This is an optimization exercise on Yosys and OpenROAD, whose aim is small area, a short achievable clock period and few clock cycles per item, not a production implementation.
At most, simulation tests tie the RTL to the original design; equivalence was not proved.
Power and IR drop assume default switching activity.

## before
Design DT, start of the top module:
module DT(
	input			clk,
	input			reset,
	output	reg		done,
	output	reg		sti_rd,
	output		[9:0]	sti_addr,
	input		[15:0]	sti_di,
	output	reg		res_wr,
	output	reg		res_rd,
	output	reg	[13:0]	res_addr,
	output		[7:0]	res_do,
	input		[7:0]	res_di,
	output	reg		fw_finish
	);
==> module DT, before the edit <==
module DT(
	input			clk,
	input			reset,
	output	reg		done,
	output	reg		sti_rd,
	output		[9:0]	sti_addr,
	input		[15:0]	sti_di,
	output	reg		res_wr,
	output	reg		res_rd,
	output	reg	[13:0]	res_addr,
	output		[7:0]	res_do,
	input		[7:0]	res_di,
	output	reg		fw_finish
	);
function lt6;
	input [5:0] x, y;
	reg [5:0] gt, lt;
	integer i;
	begin
		lt6 = 1'b0;
		for (i = 0; i < 6; i = i + 1)
			lt6 = (~x[i] & y[i]) | (~(x[i] & ~y[i]) & lt6);
	end
endfunction
function [6:0] add7;
	input [6:0] x, y;
	reg [6:0] g, p, c;
	reg t;
	integer i, j, m;
	begin
		g = x & y;
		p = x ^ y;
		for (i = 0; i < 7; i = i + 1) begin
			c[i] = 1'b0;
			for (j = 0; j < i; j = j + 1) begin
				t = g[j];
				for (m = j + 1; m < i; m = m + 1)
					t = t & p[m];
				c[i] = c[i] | t;
			end
		end
		add7 = p ^ c;
	end
endfunction
function [9:0] inc10;
	input [9:0] x;
	reg t;
	integer i, m;
	begin
		for (i = 0; i < 10; i = i + 1) begin
			t = 1'b1;
			for (m = 0; m < i; m = m + 1)
				t = t & x[m];
			inc10[i] = x[i] ^ t;
		end
	end
endfunction
function [5:0] min6;
	input [5:0] x, y;
	min6 = lt6(x, y) ? x : y;
endfunction
function [3:0] lsb16;
	input [15:0] v;
	integer i;
	begin
		lsb16 = 4'd0;
		for (i = 15; i >= 0; i = i - 1)
			if (v[i]) lsb16 = i[3:0];
	end
endfunction
reg s_init, s_fdec, s_fra, s_frb, s_fw, s_fend;
reg s_bfind, s_bgo, s_bru, s_brv, s_bf, s_bl, s_bwn;
reg [5:0] do_r;		 
reg [5:0] a, b;		 
reg [9:0] wcnt;		 
reg [3:0] k;		 
reg xr;			 
reg fobj;		 
reg wv;			 
reg adj;		 
reg nc;			 
assign res_do = {2'b00, do_r};
assign sti_addr = wcnt ^ {10{fw_finish}};
wire [5:0] di = res_di[5:0];
wire [3:0] kn = k + (fw_finish ? 4'd1 : 4'd15);
wire xn = sti_di[kn];		 
wire [15:0] masked = sti_di & (16'hFFFF << k);
wire mz = (masked == 16'd0);
wire [3:0] f = lsb16(masked);
wire wend = (wcnt == 10'd1015);
wire flast = (res_addr == 14'd16382);
wire lt_adi = lt6(a, di);
wire [5:0] min_adi = lt_adi ? a : di;
wire [5:0] a_p1 = a + 6'd1;
wire [5:0] di_p1 = di + 6'd1;
wire [5:0] min_adi_p1 = lt_adi ? a_p1 : di_p1;
wire [5:0] fm1 = do_r - 6'd1;
wire bwrite = lt6(a, fm1) || lt6(di, fm1);
wire fwr = (s_fdec & !fobj) | s_fw;		 
wire badv = (s_bgo & !adj) | (s_bl & !bwrite & !nc) | (s_bwn & !nc);	 
wire bnext = (s_bl & !bwrite & nc) | (s_bwn & nc);	 
wire [6:0] rsrc = s_bgo ? ~wcnt[9:3] : res_addr[13:7];
wire [6:0] csrc = s_bgo ? ~{wcnt[2:0], k} : res_addr[6:0];
wire r_up = (s_fdec & fobj) | s_brv | s_bl;
wire r_dn = s_fw | s_bf | (s_bgo & adj & !wv) | (s_fdec & !fobj & (res_addr[6:0] == 7'd127));
wire c_m1 = s_fw | s_bf | s_bru | s_bwn;
wire c_p1 = (s_fdec & !fobj) | s_fra | s_frb | (s_bgo & adj & !wv);
wire c_p2 = s_fdec & fobj & wv;
wire [6:0] rnext = add7(rsrc, r_up ? 7'h7f : {6'd0, r_dn});
wire [6:0] cnext = add7(csrc, c_m1 ? 7'h7f : {5'd0, c_p2, c_p1});
always @(posedge clk or negedge reset) begin
	if (!reset) begin
		s_init <= 1'b1;
		s_fdec <= 1'b0;
		s_fra <= 1'b0;
		s_frb <= 1'b0;
		s_fw <= 1'b0;
		s_fend <= 1'b0;
		s_bfind <= 1'b0;
		s_bgo <= 1'b0;
		s_bru <= 1'b0;
		s_brv <= 1'b0;
		s_bf <= 1'b0;
		s_bl <= 1'b0;
		s_bwn <= 1'b0;
		done <= 1'b0;
		fw_finish <= 1'b0;
		sti_rd <= 1'b0;
		res_wr <= 1'b0;
		res_rd <= 1'b0;
		res_addr <= 14'd16383;
		wcnt <= 10'd0;
		k <= 4'd15;
		xr <= 1'b0;
		fobj <= 1'b0;
		wv <= 1'b0;
	end else begin
		s_init <= 1'b0;
		s_fdec <= s_init | s_fw | (s_fdec & !fobj & !flast);
		s_fra <= s_fdec & fobj & !wv;
		s_frb <= s_fra;
		s_fw <= (s_fdec & fobj & wv) | s_frb;
		s_fend <= s_fdec & !fobj & flast;
		s_bfind <= s_fend | (s_bfind & mz & !wend) | badv;
		s_bgo <= s_bfind & !mz;
		s_bru <= s_bgo & adj & !wv;
		s_brv <= s_bru;
		s_bf <= (s_bgo & adj & wv) | s_brv | bnext;
		s_bl <= s_bf;
		s_bwn <= s_bl & bwrite;
		done <= done | (s_bfind & mz & wend);
		if (s_fend) fw_finish <= 1'b1;
		res_rd <= (s_fdec & fobj) | s_fra | s_frb | (s_bgo & adj) | s_bru | s_brv | s_bf | bnext;
		res_wr <= fwr | (s_bgo & !adj) | (s_bl & bwrite);
		res_addr <= (s_bl & bwrite) ? ~{wcnt, k} : {rnext, cnext};
		sti_rd <= s_init | (fwr & (k == 4'd1)) | s_fend | (s_bfind & mz & !wend) | (badv & (k == 4'd15));
		if (s_fend)
			wcnt <= 10'd8;
		else if ((fwr & (k == 4'd1)) | (s_bfind & mz & !wend) | (badv & (k == 4'd15)))
			wcnt <= inc10(wcnt);
		if (s_fend | (s_bfind & mz))
			k <= 4'd0;
		else if (s_bfind)
			k <= f;
		else if (fwr | (s_bgo & !adj) | (s_bl & !bwrite) | s_bwn)
			k <= kn;
		if (fwr) xr <= xn;
		if (s_fdec & !fobj) fobj <= xn & xr;
		else if (s_fw) fobj <= xn;
		if ((s_fdec & !fobj) | s_fend | (s_bgo & !adj)) wv <= 1'b0;
		else if (s_fw | s_bl) wv <= 1'b1;
	end
end
always @(posedge clk) begin
	if (s_fend | (s_bfind & mz)) adj <= 1'b0;
	else if (s_bfind) adj <= adj & (f == k);
	else if (s_bgo) adj <= 1'b1;
	if (s_bf) nc <= xn & (k != 4'd15);
	if (s_init) do_r <= 6'd0;
	else if (s_fdec & !fobj) do_r <= {5'd0, xr};
	else if (s_fw) do_r <= min_adi_p1;
	else if (s_bgo & !adj) do_r <= 6'd1;
	else if (s_bf) do_r <= di;
	else if (s_bl & bwrite) do_r <= min_adi_p1;
	if (s_fdec & fobj) a <= wv ? min6(a, do_r) : do_r;
	else if (s_fra | s_frb | s_brv) a <= min_adi;
	else if (s_fw | s_bl) a <= min6(b, di);
	else if (s_bru) a <= di;
	else if (s_bf) a <= min6(a, do_r);
	if (s_frb | s_fw | s_brv | s_bl) b <= di;
end
endmodule
==> flow/config.mk <==
export PLATFORM = sky130hd
export DESIGN_NAME = DT
export DESIGN_NICKNAME = DT
export VERILOG_FILES = /design/flow/design.v
export SDC_FILE = /design/flow/constraint.sdc
export NUM_CORES = 4
export LEC_CHECK = 0
export ABC_AREA = 1
export CAP_MARGIN = 20
export CORE_MARGIN = 2
export CORE_UTILIZATION = 55
export PLACE_DENSITY = 0.7
export SETUP_SLACK_MARGIN = 2.35
export SLEW_MARGIN = 20
==> flow/constraint.sdc <==
create_clock -name core_clock -period 5.0 [get_ports {clk}]
set_input_delay 1.0000 -clock core_clock [delete_from_list [all_inputs] [get_ports {clk}]]
set_output_delay 1.0000 -clock core_clock [all_outputs]
set_load 0.01 [all_outputs]
standard.sh (not shown) runs the stock make flow with config.mk's settings and CLKGATE_MAP_FILE= SYNTH_SCRIPT=/design/flow/synth_recipe.tcl, a recipe that flattens the netlist after the stock synthesis.
==> flow/flow/run.sh <==
#!/bin/bash
# Standard layout, with plain buffers (instead of delay cells) on the ports.
set -o pipefail
bash standard.sh "BUFFER_PORTS_ARGS=-buffer_cell sky130_fd_sc_hd__buf_1" finish > flow.log 2>&1
The final layout from before, which completed every stage, passed the timing, design-rule and antenna checks at the end of the flow.
Testbench counts of before, summed over its fixed seeds: cycles 1,042,110, images 32.
The inputs of after differ from those of before as listed below.
--- a/flow/design.v
+++ b/flow/design.v
@@ -79,6 +79,7 @@
 reg wv;			 
 reg adj;		 
 reg nc;			 
+reg wrapf;		 
 assign res_do = {2'b00, do_r};
 assign sti_addr = wcnt ^ {10{fw_finish}};
 wire [5:0] di = res_di[5:0];
@@ -102,7 +103,7 @@
 wire [6:0] rsrc = s_bgo ? ~wcnt[9:3] : res_addr[13:7];
 wire [6:0] csrc = s_bgo ? ~{wcnt[2:0], k} : res_addr[6:0];
 wire r_up = (s_fdec & fobj) | s_brv | s_bl;
-wire r_dn = s_fw | s_bf | (s_bgo & adj & !wv) | (s_fdec & !fobj & (res_addr[6:0] == 7'd127));
+wire r_dn = s_fw | s_bf | (s_bgo & adj & !wv) | (s_fdec & !fobj & wrapf);
 wire c_m1 = s_fw | s_bf | s_bru | s_bwn;
 wire c_p1 = (s_fdec & !fobj) | s_fra | s_frb | (s_bgo & adj & !wv);
 wire c_p2 = s_fdec & fobj & wv;
@@ -134,6 +135,7 @@
 		xr <= 1'b0;
 		fobj <= 1'b0;
 		wv <= 1'b0;
+		wrapf <= 1'b1;
 	end else begin
 		s_init <= 1'b0;
 		s_fdec <= s_init | s_fw | (s_fdec & !fobj & !flast);
@@ -164,6 +166,7 @@
 			k <= f;
 		else if (fwr | (s_bgo & !adj) | (s_bl & !bwrite) | s_bwn)
 			k <= kn;
+		if (fwr) wrapf <= s_fdec & (res_addr[6:0] == 7'd126);
 		if (fwr) xr <= xn;
 		if (s_fdec & !fobj) fobj <= xn & xr;
 		else if (s_fw) fobj <= xn;
==> comparison <==
Of the two candidates, before has the worse starting DRC count in detailed routing and after the better one.
Relative to before, the flip-flop and latch count measured on after has increased slightly.
There was hardly any difference in total wirelength of the detailed-routed design between before and after.
Side by side, largest stage delay on the critical path turned out lower in after than in before.
On initial core utilization, after and before are basically level.
Between before and after, area added between synthesis and finish increased.
On number of iterations in the first detailed-routing pass, the higher figure sits with before, not after.
The lower part of the total power dissipated in combinational logic came out of after.
Time the final worst path needs with I/O delays and setup (after over before): increase, 0.030 ns
The RTL of after was laid out without a check of its function.

[port drivers added, routing unchanged]
The results above use ideal ports. As a check the final layouts listed here were re-extracted and re-timed, cells and wires unchanged.
Step 1 assumes that a clkbuf_16 drives the clock port and a buf_2 every other input.
Step 2 times the ports against the registers' clock, not the clock port: input delays grow and output delays shrink by t, the midpoint of the rising clock arrivals with the driver on.
Three values: no drivers, after step 1, after step 2; two values: the first two.
run	t, ns	setup slack, ns	slew at the worst register clock pin (ns)	worst data-port slew with drivers (ns)
before	0.389	2.461 / 2.470 / 2.082	0.09 / 0.09	0.03
after	0.381	2.431 / 2.443 / 2.063	0.09 / 0.09	0.04
After both steps every run listed still meets setup and hold. For before, which loses most, drivers alone change the setup slack by +0.009 ns; drivers and shift together by -0.379 ns.
